This design comes from an exercise in tuning for small area on the open sky130 flow, not from production work. RTL that was checked went through simulation tests only; none was proved equivalent to the original. Power figures rest on the tool's default switching activity, not on a simulated workload.

==> run a <==
## missile_predictor_fpga
module missile_predictor_fpga(
    input clk50mhz,
    input rst,
    input uart_rx,
    output reg servo_pwm_out_x,
    output reg servo_pwm_out_y
);
    reg [12:0] baud;
    reg [3:0]  bit_cnt;
    reg        byte_state;      
    reg        diff;            
    reg [7:0]  last_x;
    reg [7:0]  uart_y;
    wire rx_idle = bit_cnt[3] & bit_cnt[1];
    wire done    = rx_idle & ~bit_cnt[0];
    wire tick    = ~rx_idle & (&baud);
    wire shift   = tick & ~bit_cnt[3];
    always @(posedge clk50mhz) begin
        if (rx_idle)
            baud <= 13'h1b8b;
        else if (&baud)
            baud <= 13'h08ea;
        else
            baud <= {baud[11:0], baud[12] ^ baud[11] ^ baud[10] ^ baud[7]};
    end
    always @(posedge clk50mhz) begin
        if (rst)
            bit_cnt <= 4'd15;
        else if (rx_idle)
            bit_cnt <= uart_rx ? 4'd15 : 4'd0;
        else if (&baud)
            bit_cnt <= bit_cnt + 4'd1;
    end
    reg [4:0] cnt;
    wire x_done  = done & ~byte_state;
    wire cnt_hi  = cnt[4] & (cnt[3] | cnt[2]);           
    wire cnt_end = cnt[4] & cnt[3] & cnt[2] & cnt[1];    
    wire predict = x_done & cnt_end;
    wire pop     = x_done & diff & cnt_hi & ~cnt_end;
  ...
==> module missile_predictor_fpga, before the edit <==
module missile_predictor_fpga(
    input clk50mhz,
    input rst,
    input uart_rx,
    output reg servo_pwm_out_x,
    output reg servo_pwm_out_y
);
    reg [12:0] baud;
    reg [3:0]  bit_cnt;
    reg        byte_state;      
    reg        diff;            
    reg [7:0]  last_x;
    reg [7:0]  uart_y;
    wire rx_idle = bit_cnt[3] & bit_cnt[1];
    wire done    = rx_idle & ~bit_cnt[0];
    wire tick    = ~rx_idle & (&baud);
    wire shift   = tick & ~bit_cnt[3];
    always @(posedge clk50mhz) begin
        if (rx_idle)
            baud <= 13'h1b8b;
        else if (&baud)
            baud <= 13'h08ea;
        else
            baud <= {baud[11:0], baud[12] ^ baud[11] ^ baud[10] ^ baud[7]};
    end
    always @(posedge clk50mhz) begin
        if (rst)
            bit_cnt <= 4'd15;
        else if (rx_idle)
            bit_cnt <= uart_rx ? 4'd15 : 4'd0;
        else if (&baud)
            bit_cnt <= bit_cnt + 4'd1;
    end
    reg [4:0] cnt;
    wire x_done  = done & ~byte_state;
    wire cnt_hi  = cnt[4] & (cnt[3] | cnt[2]);           
    wire cnt_end = cnt[4] & cnt[3] & cnt[2] & cnt[1];    
    wire predict = x_done & cnt_end;
    wire pop     = x_done & diff & cnt_hi & ~cnt_end;
    wire win     = byte_state & ((bit_cnt == 4'd0) | (bit_cnt == 4'd15));
    wire old_bit = byte_state ? uart_y[0] : last_x[0];
    always @(posedge clk50mhz) begin
        if (rst) begin
            byte_state <= 1'b0;
            diff <= 1'b0;
            last_x <= 8'd128;
            uart_y <= 8'd128;
            cnt <= 5'd0;
        end else begin
            if (done)
                byte_state <= ~byte_state;
            if (shift)
                diff <= (diff & ~(byte_state & (bit_cnt[2:0] == 3'd0))) | (old_bit ^ uart_rx);
            if (shift & ~byte_state)
                last_x <= {uart_rx, last_x[7:1]};
            if (shift & byte_state)
                uart_y <= {uart_rx, uart_y[7:1]};
            if (x_done) begin
                if (cnt_end)
                    cnt <= {4'd0, diff};
                else if (cnt_hi | diff)
                    cnt <= cnt + 5'd1;
            end
        end
    end
    reg [7:0] ring [0:21];
    reg [3:0] slot;
    reg       slot_y;
    integer i;
    always @(posedge clk50mhz) begin
        if (rst) begin
            slot <= 4'd0;
            slot_y <= 1'b0;
        end else if (!pop) begin
            if (slot == 4'd10) begin
                slot <= 4'd0;
                slot_y <= ~slot_y;
            end else
                slot <= slot + 4'd1;
        end
    end
    wire [7:0] newest = slot_y ? uart_y : last_x;
    wire wr = win & ({1'b0, slot} + 5'd1 == cnt);
    always @(posedge clk50mhz) begin
        for (i = 0; i < 21; i = i + 1)
            ring[i] <= ring[i+1];
        ring[21] <= wr ? newest : ring[0];
    end
    function [7:0] extrap(input [7:0] h19, input [7:0] h0);
        reg [8:0] d, v, p;
        begin
            d = {1'b0, h19} - {1'b0, h0};
            v = {{4{d[8]}}, d[8:4]};
            p = {1'b0, h19} + {v[5:0], 3'b000} + {v[7:0], 1'b0};
            extrap = p[7:0] & {8{~p[8]}};
        end
    endfunction
    wire [7:0] pred = extrap(newest, ring[0]);
    reg [7:0] pred_x, pred_y;
    always @(posedge clk50mhz) begin
        if (win & (slot == 4'd0) & ~slot_y)
            pred_x <= pred;
        if (win & (slot == 4'd0) & slot_y)
            pred_y <= pred;
    end
    reg [7:0] x_pos, y_pos;
    always @(posedge clk50mhz) begin
        if (rst) begin
            x_pos <= 8'd128;
            y_pos <= 8'd128;
        end else if (predict) begin
            x_pos <= pred_x;
            y_pos <= pred_y;
        end
    end
    reg [8:0]  pr;
    reg [11:0] pq;
    wire pr_end = &(pr | ~9'd293);
    wire pq_end = &(pq | ~12'd3316) & ~pq[8];
    wire pq_neg = &pq[11:8];
    always @(posedge clk50mhz) begin
        if (rst | (pq_end & (pr == 9'd95))) begin
            pr <= 9'd284;
            pq <= 12'd4010;
        end else if (pr_end) begin
            pr <= 9'd0;
            pq <= pq + 12'd1;
        end else
            pr <= pr + 9'd1;
    end
    wire [8:0] ky = {1'b0, y_pos} + 9'd85;
    always @(posedge clk50mhz) begin
        if (rst) begin
            servo_pwm_out_x <= 1'b0;
            servo_pwm_out_y <= 1'b0;
        end else begin
            servo_pwm_out_x <= pq_neg | (pq < {4'b0000, x_pos});
            servo_pwm_out_y <= pq_neg | ({pq, pr >= 9'd10} < {3'b000, ky, 1'b1});
        end
    end
endmodule
clock: 20.0 ns
lec_check: 0
cap_margin: 20
core_margin: 2
core_utilization: 70
slew_margin: 20
standard.sh (not shown) runs the stock make flow with config.mk's settings and CLKGATE_MAP_FILE= SYNTH_SCRIPT=/design/flow/synth_recipe.tcl, a recipe that flattens the netlist after the stock synthesis.
==> flow/flow/run.sh <==
#!/bin/bash
# Own layout flow:
#  1. the standard synthesis (standard.sh synth);
#  2. its combinational logic re-mapped for area by ABC (flow/remap.tcl),
#     keeping every register cell and name of the standard synthesis;
#  3. the standard layout from floorplan on (standard.sh), with the
#     clock tree synthesis arguments overridden (no dummy loads).
# Each tool's output goes to a log file of its own in this folder.
set -euo pipefail
R=orfs/results/${FLOW_PLATFORM}/missile_predictor_fpga/base
export CTS_ARGS="-sink_clustering_enable -repair_clock_nets -dont_use_dummy_load -sink_clustering_size 30 -sink_clustering_max_diameter 80 -buf_list {sky130_fd_sc_hd__clkbuf_8 sky130_fd_sc_hd__clkbuf_16} -sink_clustering_buffer sky130_fd_sc_hd__clkbuf_16 -root_buf sky130_fd_sc_hd__clkbuf_8"

bash standard.sh synth > log_1_standard_synth.log 2>&1
cp "$R/1_2_yosys.v" standard_synth.v

export REMAP_LIB="${FLOW_HOME}/platforms/${FLOW_PLATFORM}/lib/sky130_fd_sc_hd__tt_025C_1v80.lib"
export REMAP_IN="$PWD/standard_synth.v"
export REMAP_OUT="$PWD/remapped.v"
"${FLOW_HOME}/../tools/install/yosys/bin/yosys" -c flow/remap.tcl > log_2_remap.log 2>&1

cp remapped.v "$R/1_2_yosys.v"
rm -f "$R/1_synth.odb" "$R/1_synth.sdc"
bash standard.sh > log_3_standard_layout.log 2>&1
==> flow/flow/remap.tcl <==
# Re-map the combinational logic of the standard synthesis for area.
# The registers stay the cells (and instance names) the standard synthesis
# gave them: their cell modules are black boxes, everything else is
# flattened back to gates and mapped again by ABC.
set lib $::env(REMAP_LIB)
yosys read_liberty -ignore_miss_func $lib
yosys read_verilog $::env(REMAP_IN)
yosys hierarchy -top $::env(FLOW_TOP)
yosys setattr -mod -set blackbox 1 sky130_fd_sc_hd__dfxtp_1 sky130_fd_sc_hd__edfxtp_1
yosys flatten -separator _
yosys opt_clean
yosys abc -liberty $lib -dont_use sky130_fd_sc_hd__probe_p_8 -dont_use sky130_fd_sc_hd__probec_p_8 -dont_use *lpflow* -script "+strash;dch,-f;amap;strash;dch,-f;amap;strash;dch,-f;amap;topo"
yosys hilomap -singleton -hicell sky130_fd_sc_hd__conb_1 HI -locell sky130_fd_sc_hd__conb_1 LO
yosys splitnets
yosys opt_clean -purge
yosys stat -liberty $lib
yosys write_verilog -noattr -noexpr -nohex -nodec $::env(REMAP_OUT)
==> inputs of run b, as changes to run a <==
--- a/flow/design.v
+++ b/flow/design.v
@@ -66,17 +66,20 @@
     reg [7:0] ring [0:21];
     reg [3:0] slot;
     reg       slot_y;
+    reg       pop_d;
     integer i;
     always @(posedge clk50mhz) begin
         if (rst) begin
             slot <= 4'd0;
             slot_y <= 1'b0;
-        end else if (!pop) begin
-            if (slot == 4'd10) begin
-                slot <= 4'd0;
+            pop_d <= 1'b0;
+        end else begin
+            pop_d <= pop;
+            if (!(pop | pop_d)) begin
                 slot_y <= ~slot_y;
-            end else
-                slot <= slot + 4'd1;
+                if (slot_y)
+                    slot <= (slot == 4'd10) ? 4'd0 : slot + 4'd1;
+            end
         end
     end
     wire [7:0] newest = slot_y ? uart_y : last_x;
@@ -119,9 +122,9 @@
     wire pq_end = &(pq | ~12'd3316) & ~pq[8];
     wire pq_neg = &pq[11:8];
     always @(posedge clk50mhz) begin
-        if (rst | (pq_end & (pr == 9'd95))) begin
-            pr <= 9'd284;
-            pq <= 12'd4010;
+        if (rst | (pq_end & pr_end)) begin
+            pr <= 9'd188;
+            pq <= 12'd4011;
         end else if (pr_end) begin
             pr <= 9'd0;
             pq <= pq + 12'd1;
@@ -134,8 +137,8 @@
             servo_pwm_out_x <= 1'b0;
             servo_pwm_out_y <= 1'b0;
         end else begin
-            servo_pwm_out_x <= pq_neg | (pq < {4'b0000, x_pos});
-            servo_pwm_out_y <= pq_neg | ({pq, pr >= 9'd10} < {3'b000, ky, 1'b1});
+            servo_pwm_out_x <= pq_neg | ({pq, pr >= 9'd198} < {4'b0000, x_pos, 1'b1});
+            servo_pwm_out_y <= pq_neg | ({pq, pr >= 9'd208} < {3'b000, ky, 1'b1});
         end
     end
 endmodule
==> flow/run.sh (new file) <==
#!/bin/bash
# synth_recipe.tcl (not shown) runs the flow's synth.tcl, then flattens the netlist and writes it again
# the make line also repeats each setting of config.mk as NAME=value (left out here)
make -C /OpenROAD-flow-scripts/flow DESIGN_CONFIG=/design/flow/config.mk WORK_HOME=/design/flow/orfs CLKGATE_MAP_FILE= SYNTH_SCRIPT=/design/flow/synth_recipe.tcl finish
- CTS_BUF_LIST: default -> sky130_fd_sc_hd__clkbuf_16
- CTS_CLUSTER_DIAMETER: default -> 80
- CTS_CLUSTER_SIZE: default -> 35
removed: flow/flow/run.sh
removed: flow/flow/remap.tcl
removed: flow/standard.sh
==> comparison <==
- Run b finished clean. Run a finished clean.
- Of run a and run b, run a has the higher sequential share of layout area (gap 7.1 points).
- Between run a and run b, the lower critical path depth is in run b (gap 7).
- In run a the clock skew is higher than in run b, by 0.046 ns.
- Against run b, the wire length of run a is lower by 10%.
- In run b the register-to-register slack is better than in run a, by 0.55 ns.
- Against run a, the cell count of run b is larger by 4.3%.
- Between run b and run a, the lower setup slack is in run a (gap 0.55 ns).
- Non-clock buffer count: run b is lower than run a (3).
- Of run a and run b, run b has the higher flip-flop and latch count (gap 1).
==> figures <==
                                                                       run a           run b
Maximum number of pins on one net before global-route repair              32              51
Final worst-path cycle share                                           29.7%           26.9%
Clock Root Buffer                                                   clkbuf_8       clkbuf_16
Filler cell count in the final layout                                    734             819
Register share of the cell area                                        66.3%           59.2%
Number of buffers inserted during clock tree synthesis                    13              12
Total area of multi-input combinational cells                       2100 um2        3110 um2
RD Place Congestion                                                    0.819           0.828
Power of the sequential group                                         572 uW          577 uW
Power drawn by the clock network                                      256 uW          289 uW
Drt pass-1 iters                                                           5               4
Delay of the slowest cell on the worst path                          0.55 ns         0.67 ns
Post-route worst hold slack                                         0.294 ns        0.323 ns
Average wire per standard cell                                       15.1 um         16.1 um
Y dimension of the die                                                111 um          118 um
Outcome                                                       finished clean  finished clean
Post-synth design cell area                                         8020 um2        9060 um2
Number of well taps                                                      143             172
Reg-to-Reg End                                                     pred_y[5]       pred_y[6]


==> inputs of trial 2 <==
==> flow/design.v <==
module missile_predictor_fpga(
    input clk50mhz,
    input rst,
    input uart_rx,
    output reg servo_pwm_out_x,
    output reg servo_pwm_out_y
);
    reg [12:0] baud;
    reg [3:0]  bit_cnt;
    reg        byte_state;      
    reg        diff;            
    reg [15:0] sr;
    wire rx_idle = bit_cnt[3] & bit_cnt[1];
    wire done    = rx_idle & ~bit_cnt[0];
    wire tick    = ~rx_idle & (&baud);
    wire shift   = tick & ~bit_cnt[3];
    always @(posedge clk50mhz) begin
        if (rx_idle)
            baud <= 13'h1b8b;
        else if (&baud)
            baud <= 13'h08ea;
        else
            baud <= {baud[11:0], baud[12] ^ baud[11] ^ baud[10] ^ baud[7]};
    end
    always @(posedge clk50mhz) begin
        if (rst)
            bit_cnt <= 4'd15;
        else if (rx_idle)
            bit_cnt <= uart_rx ? 4'd15 : 4'd0;
        else if (&baud)
            bit_cnt <= bit_cnt + 4'd1;
    end
    reg [4:0] cnt;
    wire x_done  = done & ~byte_state;
    wire cnt_hi  = cnt[4] & (cnt[3] | cnt[2]);           
    wire cnt_end = cnt[4] & cnt[3] & cnt[2] & cnt[1];    
    wire predict = x_done & cnt_end;
    wire pop     = x_done & diff & cnt_hi & ~cnt_end;
    wire win     = byte_state & ((bit_cnt == 4'd0) | (bit_cnt == 4'd15));
    always @(posedge clk50mhz) begin
        if (rst) begin
            byte_state <= 1'b0;
            diff <= 1'b0;
            sr <= 16'h8080;
            cnt <= 5'd0;
        end else begin
            if (done)
                byte_state <= ~byte_state;
            if (shift)
                diff <= (diff & ~(byte_state & (bit_cnt[2:0] == 3'd0))) | (sr[0] ^ uart_rx);
            if (shift)
                sr <= {uart_rx, sr[15:1]};
            if (x_done) begin
                if (cnt_end)
                    cnt <= {4'd0, diff};
                else if (cnt_hi | diff)
                    cnt <= cnt + 5'd1;
            end
        end
    end
    reg [7:0] ring [0:21];
    reg [3:0] slot;
    reg       slot_y;
    integer i;
    always @(posedge clk50mhz) begin
        if (rst) begin
            slot <= 4'd1;
            slot_y <= 1'b0;
        end else if (!pop) begin
            if (slot == 4'd11) begin
                slot <= 4'd1;
                slot_y <= ~slot_y;
            end else
                slot <= slot + 4'd1;
        end
    end
    wire [7:0] newest = slot_y ? sr[7:0] : sr[15:8];
    wire wr = win & ({1'b0, slot} == cnt);
    always @(posedge clk50mhz) begin
        for (i = 0; i < 21; i = i + 1)
            ring[i] <= ring[i+1];
        ring[21] <= wr ? newest : ring[0];
    end
    function [7:0] extrap(input [7:0] h19, input [7:0] h0);
        reg [8:0] d, v, p;
        begin
            d = {1'b0, h19} - {1'b0, h0};
            v = {{4{d[8]}}, d[8:4]};
            p = {1'b0, h19} + {v[5:0], 3'b000} + {v[7:0], 1'b0};
            extrap = p[7:0] & {8{~p[8]}};
        end
    endfunction
    wire [7:0] pred = extrap(newest, ring[0]);
    reg [7:0] pred_x, pred_y;
    always @(posedge clk50mhz) begin
        if (win & (slot == 4'd1) & ~slot_y)
            pred_x <= pred;
        if (win & (slot == 4'd1) & slot_y)
            pred_y <= pred;
    end
    reg [7:0] x_pos, y_pos;
    always @(posedge clk50mhz) begin
        if (rst) begin
            x_pos <= 8'd128;
            y_pos <= 8'd128;
        end else if (predict) begin
            x_pos <= pred_x;
            y_pos <= pred_y;
        end
    end
    reg [8:0]  pr;
    reg [11:0] pq;
    wire pr_end = &(pr | ~9'd293);
    wire pq_end = &(pq | ~12'd3316) & ~pq[8];
    wire pq_neg = &pq[11:8];
    always @(posedge clk50mhz) begin
        if (rst | (pq_end & (pr == 9'd95))) begin
            pr <= 9'd284;
            pq <= 12'd4010;
        end else if (pr_end) begin
            pr <= 9'd0;
            pq <= pq + 12'd1;
        end else
            pr <= pr + 9'd1;
    end
    wire [13:0] ysum = {5'b0, y_pos, 1'b1} + 14'd170 + {1'b0, ~{pq, pr >= 9'd10}};
    always @(posedge clk50mhz) begin
        if (rst) begin
            servo_pwm_out_x <= 1'b0;
            servo_pwm_out_y <= 1'b0;
        end else begin
            servo_pwm_out_x <= pq_neg | (pq < {4'b0000, x_pos});
            servo_pwm_out_y <= pq_neg | ysum[13];
        end
    end
endmodule
==> flow/flow/run.sh <==
#!/bin/bash
# Own layout flow:
#  1. the standard synthesis (standard.sh synth);
#  2. its combinational logic re-mapped for area by ABC (flow/remap.tcl),
#     keeping every register cell and instance name of the standard
#     synthesis;
#  3. the standard layout from floorplan on (standard.sh), with two
#     overrides: every port still gets a buffer, but a buf_1
#     (BUFFER_PORTS_ARGS), and clock tree synthesis uses small clusters of
#     clkbuf_4 sink buffers and no dummy loads (CTS_ARGS).
# Each tool's output goes to a log file of its own in this folder.
set -euo pipefail
R=orfs/results/${FLOW_PLATFORM}/missile_predictor_fpga/base
export BUFFER_PORTS_ARGS="-buffer_cell sky130_fd_sc_hd__buf_1"
export CTS_ARGS="-sink_clustering_enable -repair_clock_nets -dont_use_dummy_load -sink_clustering_size 12 -sink_clustering_max_diameter 40 -buf_list {sky130_fd_sc_hd__clkbuf_4} -sink_clustering_buffer sky130_fd_sc_hd__clkbuf_4 -root_buf sky130_fd_sc_hd__clkbuf_4"

bash standard.sh synth > log_1_standard_synth.log 2>&1
cp "$R/1_2_yosys.v" standard_synth.v

export REMAP_LIB="${FLOW_HOME}/platforms/${FLOW_PLATFORM}/lib/sky130_fd_sc_hd__tt_025C_1v80.lib"
export REMAP_IN="$PWD/standard_synth.v"
export REMAP_OUT="$PWD/remapped.v"
"${FLOW_HOME}/../tools/install/yosys/bin/yosys" -c flow/remap.tcl > log_2_remap.log 2>&1

cp remapped.v "$R/1_2_yosys.v"
rm -f "$R/1_synth.odb" "$R/1_synth.sdc"
bash standard.sh > log_3_standard_layout.log 2>&1
==> flow/flow/remap.tcl <==
# Re-map the combinational logic of the standard synthesis for area.
# The registers stay the cells (and instance names) the standard synthesis
# gave them: their cell modules are black boxes, everything else is
# flattened back to gates and mapped again by ABC. Several ABC scripts are
# tried; the mapping with the smallest cell area is kept.
set lib $::env(REMAP_LIB)
set out $::env(REMAP_OUT)
yosys read_liberty -ignore_miss_func $lib
yosys read_verilog $::env(REMAP_IN)
yosys hierarchy -top $::env(FLOW_TOP)
yosys setattr -mod -set blackbox 1 sky130_fd_sc_hd__dfxtp_1 sky130_fd_sc_hd__edfxtp_1
yosys flatten -separator _
yosys opt_clean
yosys design -save flat

set d "strash;dch,-f"
set e "strash;dch"
set scripts [list \
  "+$d;amap;$d;amap;$d;amap;topo" \
  "+$d;amap;$d;amap;$d;amap;$d;amap;$d;amap;topo" \
  "+$d;amap,-m;$d;amap,-m;$d;amap,-m;topo" \
  "+$e;amap;$e;amap;$e;amap;topo" \
  "+$e;amap;$e;amap;$e;amap;$e;amap;$e;amap;topo" \
  "+strash;dc2;dc2;$d;amap;$d;amap;$d;amap;topo" \
]
set best_area ""
set best_i -1
set i 0
foreach s $scripts {
  yosys design -load flat
  yosys abc -liberty $lib -dont_use sky130_fd_sc_hd__probe_p_8 -dont_use sky130_fd_sc_hd__probec_p_8 -dont_use *lpflow* -script $s
  yosys hilomap -singleton -hicell sky130_fd_sc_hd__conb_1 HI -locell sky130_fd_sc_hd__conb_1 LO
  yosys splitnets
  yosys opt_clean -purge
  yosys tee -o $out.stat$i stat -liberty $lib
  set f [open $out.stat$i r]
  set txt [read $f]
  close $f
  regexp {Chip area for module [^:]*: ([0-9.]+)} $txt -> area
  puts "remap script $i area $area: $s"
  if { $best_area eq "" || $area < $best_area } {
    set best_area $area
    set best_i $i
    yosys write_verilog -noattr -noexpr -nohex -nodec $out
  }
  incr i
}
puts "remap best: script $best_i area $best_area"
==> flow/standard.sh <==
#!/bin/bash
# synth_recipe.tcl (not shown) runs the flow's synth.tcl, then flattens the netlist and writes it again
# the make line also repeats each setting of config.mk as NAME=value (left out here)
make -C /OpenROAD-flow-scripts/flow DESIGN_CONFIG=/design/flow/config.mk WORK_HOME=/design/flow/orfs CLKGATE_MAP_FILE= SYNTH_SCRIPT=/design/flow/synth_recipe.tcl "${@:-finish}"
==> flow/config.mk <==
export PLATFORM = sky130hd
export DESIGN_NAME = missile_predictor_fpga
export DESIGN_NICKNAME = missile_predictor_fpga
export VERILOG_FILES = /design/flow/design.v
export SDC_FILE = /design/flow/constraint.sdc
export NUM_CORES = 4
export LEC_CHECK = 0
export CAP_MARGIN = 20
export CORE_MARGIN = 2
export CORE_UTILIZATION = 70
export GPL_ROUTABILITY_DRIVEN = 0
export GPL_TIMING_DRIVEN = 0
export PLACE_DENSITY = 0.9
export SLEW_MARGIN = 20
==> flow/constraint.sdc <==
create_clock -name core_clock -period 20.0 [get_ports {clk50mhz}]
set_input_delay 4.0000 -clock core_clock [delete_from_list [all_inputs] [get_ports {clk50mhz}]]
set_output_delay 4.0000 -clock core_clock [all_outputs]
set_load 0.01 [all_outputs]
==> inputs of trial 7, as changes to trial 2 <==
--- a/flow/design.v
+++ b/flow/design.v
@@ -10,5 +10,6 @@
     reg        byte_state;      
     reg        diff;            
-    reg [15:0] sr;
+    reg [7:0]  last_x;
+    reg [7:0]  uart_y;
     wire rx_idle = bit_cnt[3] & bit_cnt[1];
     wire done    = rx_idle & ~bit_cnt[0];
@@ -38,9 +39,11 @@
     wire pop     = x_done & diff & cnt_hi & ~cnt_end;
     wire win     = byte_state & ((bit_cnt == 4'd0) | (bit_cnt == 4'd15));
+    wire old_bit = byte_state ? uart_y[0] : last_x[0];
     always @(posedge clk50mhz) begin
         if (rst) begin
             byte_state <= 1'b0;
             diff <= 1'b0;
-            sr <= 16'h8080;
+            last_x <= 8'd128;
+            uart_y <= 8'd128;
             cnt <= 5'd0;
         end else begin
@@ -48,7 +51,9 @@
                 byte_state <= ~byte_state;
             if (shift)
-                diff <= (diff & ~(byte_state & (bit_cnt[2:0] == 3'd0))) | (sr[0] ^ uart_rx);
-            if (shift)
-                sr <= {uart_rx, sr[15:1]};
+                diff <= (diff & ~(byte_state & (bit_cnt[2:0] == 3'd0))) | (old_bit ^ uart_rx);
+            if (shift & ~byte_state)
+                last_x <= {uart_rx, last_x[7:1]};
+            if (shift & byte_state)
+                uart_y <= {uart_rx, uart_y[7:1]};
             if (x_done) begin
                 if (cnt_end)
@@ -59,26 +64,22 @@
         end
     end
-    reg [7:0] ring [0:21];
+    reg [7:0] ring_x [0:10];
+    reg [7:0] ring_y [0:10];
     reg [3:0] slot;
-    reg       slot_y;
     integer i;
     always @(posedge clk50mhz) begin
-        if (rst) begin
-            slot <= 4'd1;
-            slot_y <= 1'b0;
-        end else if (!pop) begin
-            if (slot == 4'd11) begin
-                slot <= 4'd1;
-                slot_y <= ~slot_y;
-            end else
-                slot <= slot + 4'd1;
+        if (rst)
+            slot <= 4'd0;
+        else if (!pop)
+            slot <= (slot == 4'd10) ? 4'd0 : slot + 4'd1;
+    end
+    wire wr = win & ({1'b0, slot} + 5'd1 == cnt);
+    always @(posedge clk50mhz) begin
+        for (i = 0; i < 10; i = i + 1) begin
+            ring_x[i] <= ring_x[i+1];
+            ring_y[i] <= ring_y[i+1];
         end
-    end
-    wire [7:0] newest = slot_y ? sr[7:0] : sr[15:8];
-    wire wr = win & ({1'b0, slot} == cnt);
-    always @(posedge clk50mhz) begin
-        for (i = 0; i < 21; i = i + 1)
-            ring[i] <= ring[i+1];
-        ring[21] <= wr ? newest : ring[0];
+        ring_x[10] <= wr ? last_x : ring_x[0];
+        ring_y[10] <= wr ? uart_y : ring_y[0];
     end
     function [7:0] extrap(input [7:0] h19, input [7:0] h0);
@@ -91,11 +92,10 @@
         end
     endfunction
-    wire [7:0] pred = extrap(newest, ring[0]);
     reg [7:0] pred_x, pred_y;
     always @(posedge clk50mhz) begin
-        if (win & (slot == 4'd1) & ~slot_y)
-            pred_x <= pred;
-        if (win & (slot == 4'd1) & slot_y)
-            pred_y <= pred;
+        if (win & (slot == 4'd0)) begin
+            pred_x <= extrap(last_x, ring_x[0]);
+            pred_y <= extrap(uart_y, ring_y[0]);
+        end
     end
     reg [7:0] x_pos, y_pos;
@@ -115,7 +115,7 @@
     wire pq_neg = &pq[11:8];
     always @(posedge clk50mhz) begin
-        if (rst | (pq_end & (pr == 9'd95))) begin
-            pr <= 9'd284;
-            pq <= 12'd4010;
+        if (rst | (pq_end & pr_end)) begin
+            pr <= 9'd188;
+            pq <= 12'd4011;
         end else if (pr_end) begin
             pr <= 9'd0;
@@ -124,5 +124,5 @@
             pr <= pr + 9'd1;
     end
-    wire [13:0] ysum = {5'b0, y_pos, 1'b1} + 14'd170 + {1'b0, ~{pq, pr >= 9'd10}};
+    wire [8:0] ky = {1'b0, y_pos} + 9'd85;
     always @(posedge clk50mhz) begin
         if (rst) begin
@@ -130,6 +130,6 @@
             servo_pwm_out_y <= 1'b0;
         end else begin
-            servo_pwm_out_x <= pq_neg | (pq < {4'b0000, x_pos});
-            servo_pwm_out_y <= pq_neg | ysum[13];
+            servo_pwm_out_x <= pq_neg | ({pq, pr >= 9'd198} < {4'b0000, x_pos, 1'b1});
+            servo_pwm_out_y <= pq_neg | ({pq, pr >= 9'd208} < {3'b000, ky, 1'b1});
         end
     end
==> flow/run.sh (new file) <==
#!/bin/bash
# synth_recipe.tcl (not shown) runs the flow's synth.tcl, then flattens the netlist and writes it again
# the make line also repeats each setting of config.mk as NAME=value (left out here)
make -C /OpenROAD-flow-scripts/flow DESIGN_CONFIG=/design/flow/config.mk WORK_HOME=/design/flow/orfs CLKGATE_MAP_FILE= SYNTH_SCRIPT=/design/flow/synth_recipe.tcl finish
Settings changed: ABC_AREA set to 1, CORE_UTILIZATION 70 to 40, CTS_BUF_LIST set to sky130_fd_sc_hd__clkbuf_4, GPL_ROUTABILITY_DRIVEN 0 to unset, GPL_TIMING_DRIVEN 0 to unset, PLACE_DENSITY 0.9 to unset.
removed: flow/flow/run.sh
removed: flow/flow/remap.tcl
removed: flow/standard.sh
==> inputs of build 69, as changes to trial 2 <==
--- a/flow/flow/run.sh
+++ b/flow/flow/run.sh
@@ -13,5 +13,5 @@
 R=orfs/results/${FLOW_PLATFORM}/missile_predictor_fpga/base
 export BUFFER_PORTS_ARGS="-buffer_cell sky130_fd_sc_hd__buf_1"
-export CTS_ARGS="-sink_clustering_enable -repair_clock_nets -dont_use_dummy_load -sink_clustering_size 12 -sink_clustering_max_diameter 40 -buf_list {sky130_fd_sc_hd__clkbuf_4} -sink_clustering_buffer sky130_fd_sc_hd__clkbuf_4 -root_buf sky130_fd_sc_hd__clkbuf_4"
+export CTS_ARGS="-sink_clustering_enable -repair_clock_nets -dont_use_dummy_load -sink_clustering_size 11 -sink_clustering_max_diameter 40 -buf_list {sky130_fd_sc_hd__clkbuf_4} -sink_clustering_buffer sky130_fd_sc_hd__clkbuf_4 -root_buf sky130_fd_sc_hd__clkbuf_4"
 
 bash standard.sh synth > log_1_standard_synth.log 2>&1
Settings changed: PLACE_DENSITY 0.9 to unset.
==> flow_summary.json <==
{
  "antenna_found_initial": 0,
  "synthesis.nets": 696,
  "die_y_um": 109,
  "status": "no timing/DRC/antenna violations",
  "diodes": 0,
  "nWellTaps": 140,
  "wirelength_um": 12300,
  "multi_input_area_um2": 1930
}
# the run above: build 69

==> flow_summary.json <==
{
  "status": "no timing/DRC/antenna violations",
  "hp-start": "ring[1][2]$_DFF_P_",
  "non_clock_inverter_count": 48,
  "antenna_found_initial": 0,
  "die_y_um": 109,
  "cts_made_buffers": 29,
  "synthesis.nets": 696,
  "diodes": 0,
  "die_w_um": 109,
  "wirelength_um": 12900,
  "p_int_mw": 0.657,
  "multi_input_area_um2": 1930,
  "nWellTaps": 140
}
# the run above: trial 2

==> flow_summary.json <==
{
  "wirelength_um": 16800,
  "vias_per_cell": 4.46,
  "diodes": 1,
  "holdWs_ns": 0.299,
  "antenna_found_initial": 1,
  "die_y_um": 161,
  "multi_input_area_um2": 3560,
  "status": "no timing/DRC/antenna violations",
  "synthesis.nets": 1117
}
# the run above: trial 7

For trial 7, only the layout was checked, not whether the RTL still works.

what the ideal ports hide:
In the flow no input, the clock included, has a driving cell. The finished layouts below were timed again as built, in two steps. Step 1: set_driving_cell puts a clkbuf_16 on clk50mhz and a buf_2 on each other input, an assumption about the parent block. Step 2 moves the port delays by t, midway between the first and last clock arrival at a register: inputs arrive t later, outputs are due t later. That takes back most of the time a late clock gives input paths. a / b / c = ideal ports / drivers / drivers and shift; a / b = the first two.
| run | t (ns) | setup slack, ns | worst hold slack (ns) | worst setup path at the end | slew at the worst register clock pin (ns) |
|---|---|---|---|---|---|
| run a | 0.513 | 14.067 / 14.067 / 13.952 | 0.294 / 0.294 / 0.294 | input to register | 0.11 / 0.11 |
| run b | 0.510 | 14.621 / 14.621 / 14.218 | 0.323 / 0.323 / 0.323 | input to register | 0.12 / 0.12 |
| trial 2 | 0.629 | 14.022 / 14.027 / 13.398 | 0.288 / 0.288 / 0.288 | input to register | 0.12 / 0.12 |
| trial 7 | 0.674 | 14.501 / 14.500 / 13.840 | 0.299 / 0.299 / 0.299 | input to register | 0.07 / 0.07 |
| build 69 | 0.649 | 14.016 / 14.024 / 13.376 | 0.302 / 0.302 / 0.302 | input to register | 0.11 / 0.11 |
After both steps every run listed still meets setup and hold. For trial 7, which loses most, drivers alone change the setup slack by -0.001 ns; drivers and shift together by -0.661 ns.
